From an optimization exercise on the open Yosys and OpenROAD flow, aimed at small area and a short achievable clock period; shortcuts taken in it are not production practice. Only simulation tests tie the RTL to the original design; equivalence was not proved. Power and IR drop assume default switching activity.

==> flow/design.v (outline; a module is shown in full before it is edited, if it fits) <==
// module BF_stgX: 87 lines
// module tw_rom6R: 71 lines
// module tw_rom6I: 71 lines
// module tw_rom6: 4 lines
// module tw_rom4R: 71 lines
// module tw_rom4I: 71 lines
// module tw_rom4: 4 lines
// module tw_mul: 2663 lines
// module ftrans_II: 36 lines
// module ftrans1: 18 lines
// module fft: 66 lines
module fft
(
	input iclk,
	input rst_n,
	input                    ien,
	input [6-1:0] iaddr,
	input [18-1:0]  iReal,
	input [18-1:0]  iImag,
	output                    oen,
	output [6-1:0] oaddr,
	output [18-1:0]  oReal,
	output [18-1:0]  oImag
);
  // ...
==> flow/run.sh <==
#!/bin/bash
# synth_recipe.tcl (not shown) runs the flow's synth.tcl, then flattens the netlist and writes it again
# the make line also repeats each setting of config.mk as NAME=value (left out here)
make -C /OpenROAD-flow-scripts/flow DESIGN_CONFIG=/design/flow/config.mk WORK_HOME=/design/flow/orfs CLKGATE_MAP_FILE= SYNTH_SCRIPT=/design/flow/synth_recipe.tcl finish
==> flow/config.mk <==
export PLATFORM = sky130hd
export DESIGN_NAME = fft
export DESIGN_NICKNAME = fft
export VERILOG_FILES = /design/flow/design.v
export SDC_FILE = /design/flow/constraint.sdc
export NUM_CORES = 4
export LEC_CHECK = 0
export CAP_MARGIN = 20
export CORE_MARGIN = 2
export CORE_UTILIZATION = 40
export SLEW_MARGIN = 20
==> flow/constraint.sdc <==
create_clock -name core_clock -period 11.0 [get_ports {iclk}]
set_input_delay 2.2000 -clock core_clock [delete_from_list [all_inputs] [get_ports {iclk}]]
set_output_delay 2.2000 -clock core_clock [all_outputs]
set_load 0.01 [all_outputs]
==> impl_metrics.tcl, run 1 <==
set metrics [dict create \
    drive_above_1_share 0.0670 \
    top_layer "met5" \
    r2r_setup_slack_ps 6350 \
    cts_setup_buffers 0 \
    worst_skew_pair.late_latency_ps 940 \
    drt_pass1_iterations 7 \
    die-area_um2 387000 \
    hold_buffers 0 \
    status "finished clean" \
    min_period_ps 4650 \
    mostFrequentLayoutCells "dfxtp_1, inv_1, xnor2_1" \
    avgSynthCellArea_um2 10.5 \
    power.leakage_uw 0.0742 \
    multi_input_area_um2 77100 \
    ys_ff_latch 3350 \
    grt_pass1_vias 99800 \
    wl_met2_mm 179 \
    synth_top_family_by_area "adder cells" \
    grtUsageMet1 0.272 \
    irDropWorstVdd_v 0.000188 \
    ys.flop_type "dfxtp_1" \
    fmax_mhz 215 \
    top_regs "bf6.dl (1152), bf5.dl (576), bf4.dl (288)" \
    ys_top_cells_by_area "dfxtp_1, fa_1, xnor2_1, ha_1, inv_1" \
    non_clock_buffer_count 298 \
    cp_num_cells 10 \
    synth_warnings 14 \
    crit_chain "clkinv_1 > o22ai_1 > xor2_1 > fa_1 > inv_1 > fa_1 > inv_1 > fa_1 > inv_1 > fa_1" \
    clk_share 0.0679 \
    fin_nets 16300 \
    seqCellArea_um2 67300 \
    regToRegEndpoint "tw6.mul.qI_18_3" \
    clkSinkCount 3350 \
    r2r_start "bf5.odata[24]" \
    finalHoldViolations 0 \
    async_flop_share 0 \
    synth_xor_area_frac 0.0905 \
    hold_class "flop to flop" \
    synthToLayoutAreaGrowth_pct 11.3 \
]
==> inputs of run 2 (changes only) <==
==> flow/flow/run.sh (new file) <==
#!/bin/bash
# The standard layout (standard.sh) with two changes to how it is made:
# - the port buffers are plain buffers (buf_4) instead of the cell that
#   buffer_ports picks by default;
# - timing repair aims for 7.4 ns of setup slack at the design's 11 ns clock,
#   so that it works on paths the standard margin leaves alone.
set -euo pipefail
export BUFFER_PORTS_ARGS="-buffer_cell sky130_fd_sc_hd__buf_4"
export SETUP_SLACK_MARGIN=7.4
bash standard.sh > standard.log 2>&1
==> flow/standard.sh (new file) <==
#!/bin/bash
# synth_recipe.tcl (not shown) runs the flow's synth.tcl, then flattens the netlist and writes it again
# the make line also repeats each setting of config.mk as NAME=value (left out here)
make -C /OpenROAD-flow-scripts/flow DESIGN_CONFIG=/design/flow/config.mk WORK_HOME=/design/flow/orfs CLKGATE_MAP_FILE= SYNTH_SCRIPT=/design/flow/synth_recipe.tcl "${@:-finish}"
removed: flow/run.sh
==> run 2 against run 1 <==
Effect of this change: register-to-register slack better by 900 ps; first-iteration DRC count increased by 13%; still clean on timing, DRC and antenna; via count is 1.4% higher; maximum frequency grew 24%; sequential power about the same; critical path type unchanged; largest power group unchanged; count of clock-buffer cells in the layout is 12 lower; clock power about the same; flip-flop and latch count stayed put; power increased by 2.3%.
==> impl_metrics.tcl, run 2 <==
set metrics [dict create \
    fin_crit_sh 0.341 \
    n_fill_cell 35700 \
    mostFrequentLayoutCells "dfxtp_1, inv_1, xnor2_1" \
    regToRegEndpoint "tw4.mul.odata[7]" \
    critPathKind "flop to flop" \
    clkSinkCount 3350 \
    seqCellArea_um2 67500 \
    cts.clk_slew.worst_paths_ps 60 \
    cts-root-buf "clkbuf_16" \
    mostFrequentLayoutCell "dfxtp_1" \
    cts.htree.levels 5 \
    hp-start "bf5.dl[459]" \
    crit_top_cell "buf_4" \
    cp.required_ps 11820 \
    syn_inst 14600 \
    cpLargestDelayFamily "adder cells" \
    critPathArrivalTime_ps 4570 \
    fp.coreArea_um2 381000 \
    hold_buffers 0 \
    ys_top_cells_by_area "dfxtp_1, fa_1, xnor2_1, ha_1, inv_1" \
    yosysUniqueCellTypes 99 \
    tightestPinTransition_ps 1210 \
    avgSynthCellArea_um2 10.5 \
    min_to "bf5.dl[495]" \
    crit_chain "fa_1 > inv_1 > fa_1 > inv_2 > ha_4 > nand2_4 > o21ai_4 > buf_4 > nor2_2 > a211oi_4 > a31oi_4 > a21oi_4 > buf_4 > buf_6 > a21oi_4 > o21bai_2 > buf_4 > xor2_1" \
    gp_congestion 0.953 \
    async_flop_share 0 \
    final_max_slew_viol_count 0 \
    yosysMostFrequentCell "dfxtp_1" \
    synth_edf_count 16 \
    crit_buf_inv 6 \
    initial_utilization 0.401 \
    min_period_ps 3750 \
    hold_class "flop to flop" \
    cts_tree "built" \
    synth_top_area_frac 0.437 \
    place_hpwl_mm 294 \
    wl_per_cell_um 20.6 \
    fin_setup_tns_ps 0 \
    antenna_found_initial 13 \
    post-route-drc-count 0 \
    r2r_setup_slack_ps 7250 \
    synth_nets 16500 \
    worst_skew_pair.late_latency_ps 970 \
    synthToLayoutAreaGrowth_pct 13.0 \
    rsz0062_at_grt "yes" \
    skew_ps 105 \
    cpMaxStageDelayCell "fa_1" \
    ant_nets 0 \
    cts_made_buffers 328 \
    status "finished clean" \
    synth_common_cells "dfxtp_1, inv_1, xnor2_1" \
    yosysSeqAreaShare 0.440 \
    synth_warnings 14 \
    drive_above_1_share 0.104 \
    largest_reg_flops 1152 \
    syn-cell-area_um2 153000 \
    setup_viol 0 \
    grt_pass1_vias 101000 \
    cp_max_fo 5 \
    die_w_um 622 \
    grt_max_degree 173 \
    r2r_cells 18 \
    grtUsageTotal 0.207 \
    drt_iter0_markers 8987 \
    ys.flop_type "dfxtp_1" \
    max_cap_viol_count 0 \
    powerDensity_nw_per_um2 312 \
    drt-vias-per-instance 5.12 \
    crit_path_start_kind "flop" \
    synth_area_leader_cell "dfxtp_1" \
    whs_path_depth 0 \
    rows 227 \
    io_pins 88 \
    power.leakage_uw 0.0751 \
    regMostFlops "bf6.dl" \
    routed-via-count 101000 \
    drt_pass1_iterations 7 \
    ys_ff_latch 3350 \
    irDropWorstVdd_v 0.000195 \
    max_stage_delay_ps 520 \
    power_uw 53900 \
    die-area_um2 387000 \
    top_regs "bf6.dl (1152), bf5.dl (576), bf4.dl (288)" \
    fin_nets 16400 \
    grt_pass1_wl_mm 622 \
    die_h_um 622 \
    fmax_mhz 266 \
    relSlewSlack 0.187 \
    r2r_start "tw4.mul.qI_15_0" \
    wl_mm 409 \
    clock_path_buffers 4 \
    finalHoldViolations 0 \
    crit_path_end_kind "flop" \
    multi_input_area_um2 78200 \
    port_buffers 87 \
    grt_overflow 0 \
]
-- run 2: cell counts after synthesis --
Identical to the previous run, type by type.
-- run 2: worst max path at each step --
stage,startpoint,depth (start not counted),end
final,tw4.mul.qI_15_0,18,tw4.mul.odata[7]
after global routing,tw4.mul.qI_15_0,15,tw4.mul.odata[14]
after CTS,tw4.mul.qI_6_1,15,tw4.mul.odata[14]
after detailed placement,tw6.mul.qR_18_0,13,tw6.mul.odata[35]
after global placement,tw4.mul.qR_5_0,15,tw4.mul.odata[35]
after floorplan,tw4.dig[83],9,tw4.mul.qR_12_3
-- run 2: logic make-up after synthesis --
| kind of cell | share of synthesized area |
|---|---|
| mux | 0.0206 |
| compound gates | 0.109 |
| simple gates | 0.0753 |
| flops | 0.440 |
| fa+ha+maj | 0.208 |
| buf+inv | 0.0565 |
| xor+xnor | 0.0905 |
-- run 2: worst reg2reg max path, delay by kind of cell (launching register included) --
family                     cells  cell delay (ps)
adders and majority gates      3             1300
AOI/OAI and AO/OA              6             1200
buffers and inverters          6              630
DFF                            1              320
xor gates and xnor gates       1              130
and+or+nand+nor                2              110
-- run 2: cell type report --
class / instances / area share
Tap cell: 5038 / 0.0365
Timing Repair Buffer: 431 / 0.0215
Sequential cell: 3350 / 0.390
Timing Repair inverter: 1 / 0.0000434
Clock buffer: 443 / 0.0544
Antenna cell: 12 / 0.000174
Multi-Input combinational cell: 8925 / 0.452
Inverter: 1471 / 0.0332
Clock inverter: 151 / 0.0115
-- run 2: what timing repair did --
action	CTS	global route
cloned	3	0
setup buffers	53	78
resized for setup	381	167
pin swaps	85	55
setup endpoints to repair	360	139
-- run 2: metal layers --
metal / up-vias / share of wire / track usage
li1: 47400 / - / -
met1: 49200 / 0.43 / 0.278
met2: 3826 / 0.45 / 0.328
met3: 1040 / 0.068 / 0.0327
met4: 4 / 0.050 / 0.0934
met5: - / 0.000068 / 0
-- run 2: stage by stage --
stage | cell area, µm² | hold slack [ps] | worst slack, ps | instances | util
floorplan | 153000 | 310 | 7410 | 14600 | -
global placement | 158000 | 310 | 6440 | 19100 | 0.415
detailed placement | 158000 | 312 | 6400 | 19100 | 0.415
CTS | 172000 | 257 | 7230 | 19700 | 0.450
global route | 173000 | 247 | 7060 | 19800 | 0.453
finish | 173000 | 263 | 7250 | 19800 | 0.453
-- run 2: power breakdown --
part	internal (µW)	switching, µW	leakage, µW
clock	6850	4840	0.00556
combinational	10200	13900	0.0415
sequential	16200	1870	0.0281
total	33300	20600	0.0751

==> what the ideal ports hide <==
In the flow no input, the clock included, has a driving cell. The finished layouts below were timed again as built, in two steps. Step 1 assumes that a clkbuf_16 drives the clock port and a buf_2 every other input. Step 2, shift: input delay + t, output delay - t, t = (earliest + latest rising clock arrival at the registers) / 2. This alone moves slack from input paths to output paths. Three values: ideal ports, drivers, drivers and shift; two values: the first two.
run | t (ns) | setup slack, ns | worst hold slack (ns) | worst setup path after step 2 | worst register clock-pin slew, ns
run 1 | 1.022 | 6.348 / 6.348 / 6.348 | 0.266 / 0.266 / 0.266 | register to register | 0.07 / 0.07
run 2 | 1.024 | 7.247 / 7.247 / 7.015 | 0.263 / 0.263 / 0.263 | input to register | 0.08 / 0.08
After both steps setup and hold are still met in every run listed. The setup slack of run 2, which loses most, moves by 0.000 ns with the drivers and by -0.232 ns with both steps.
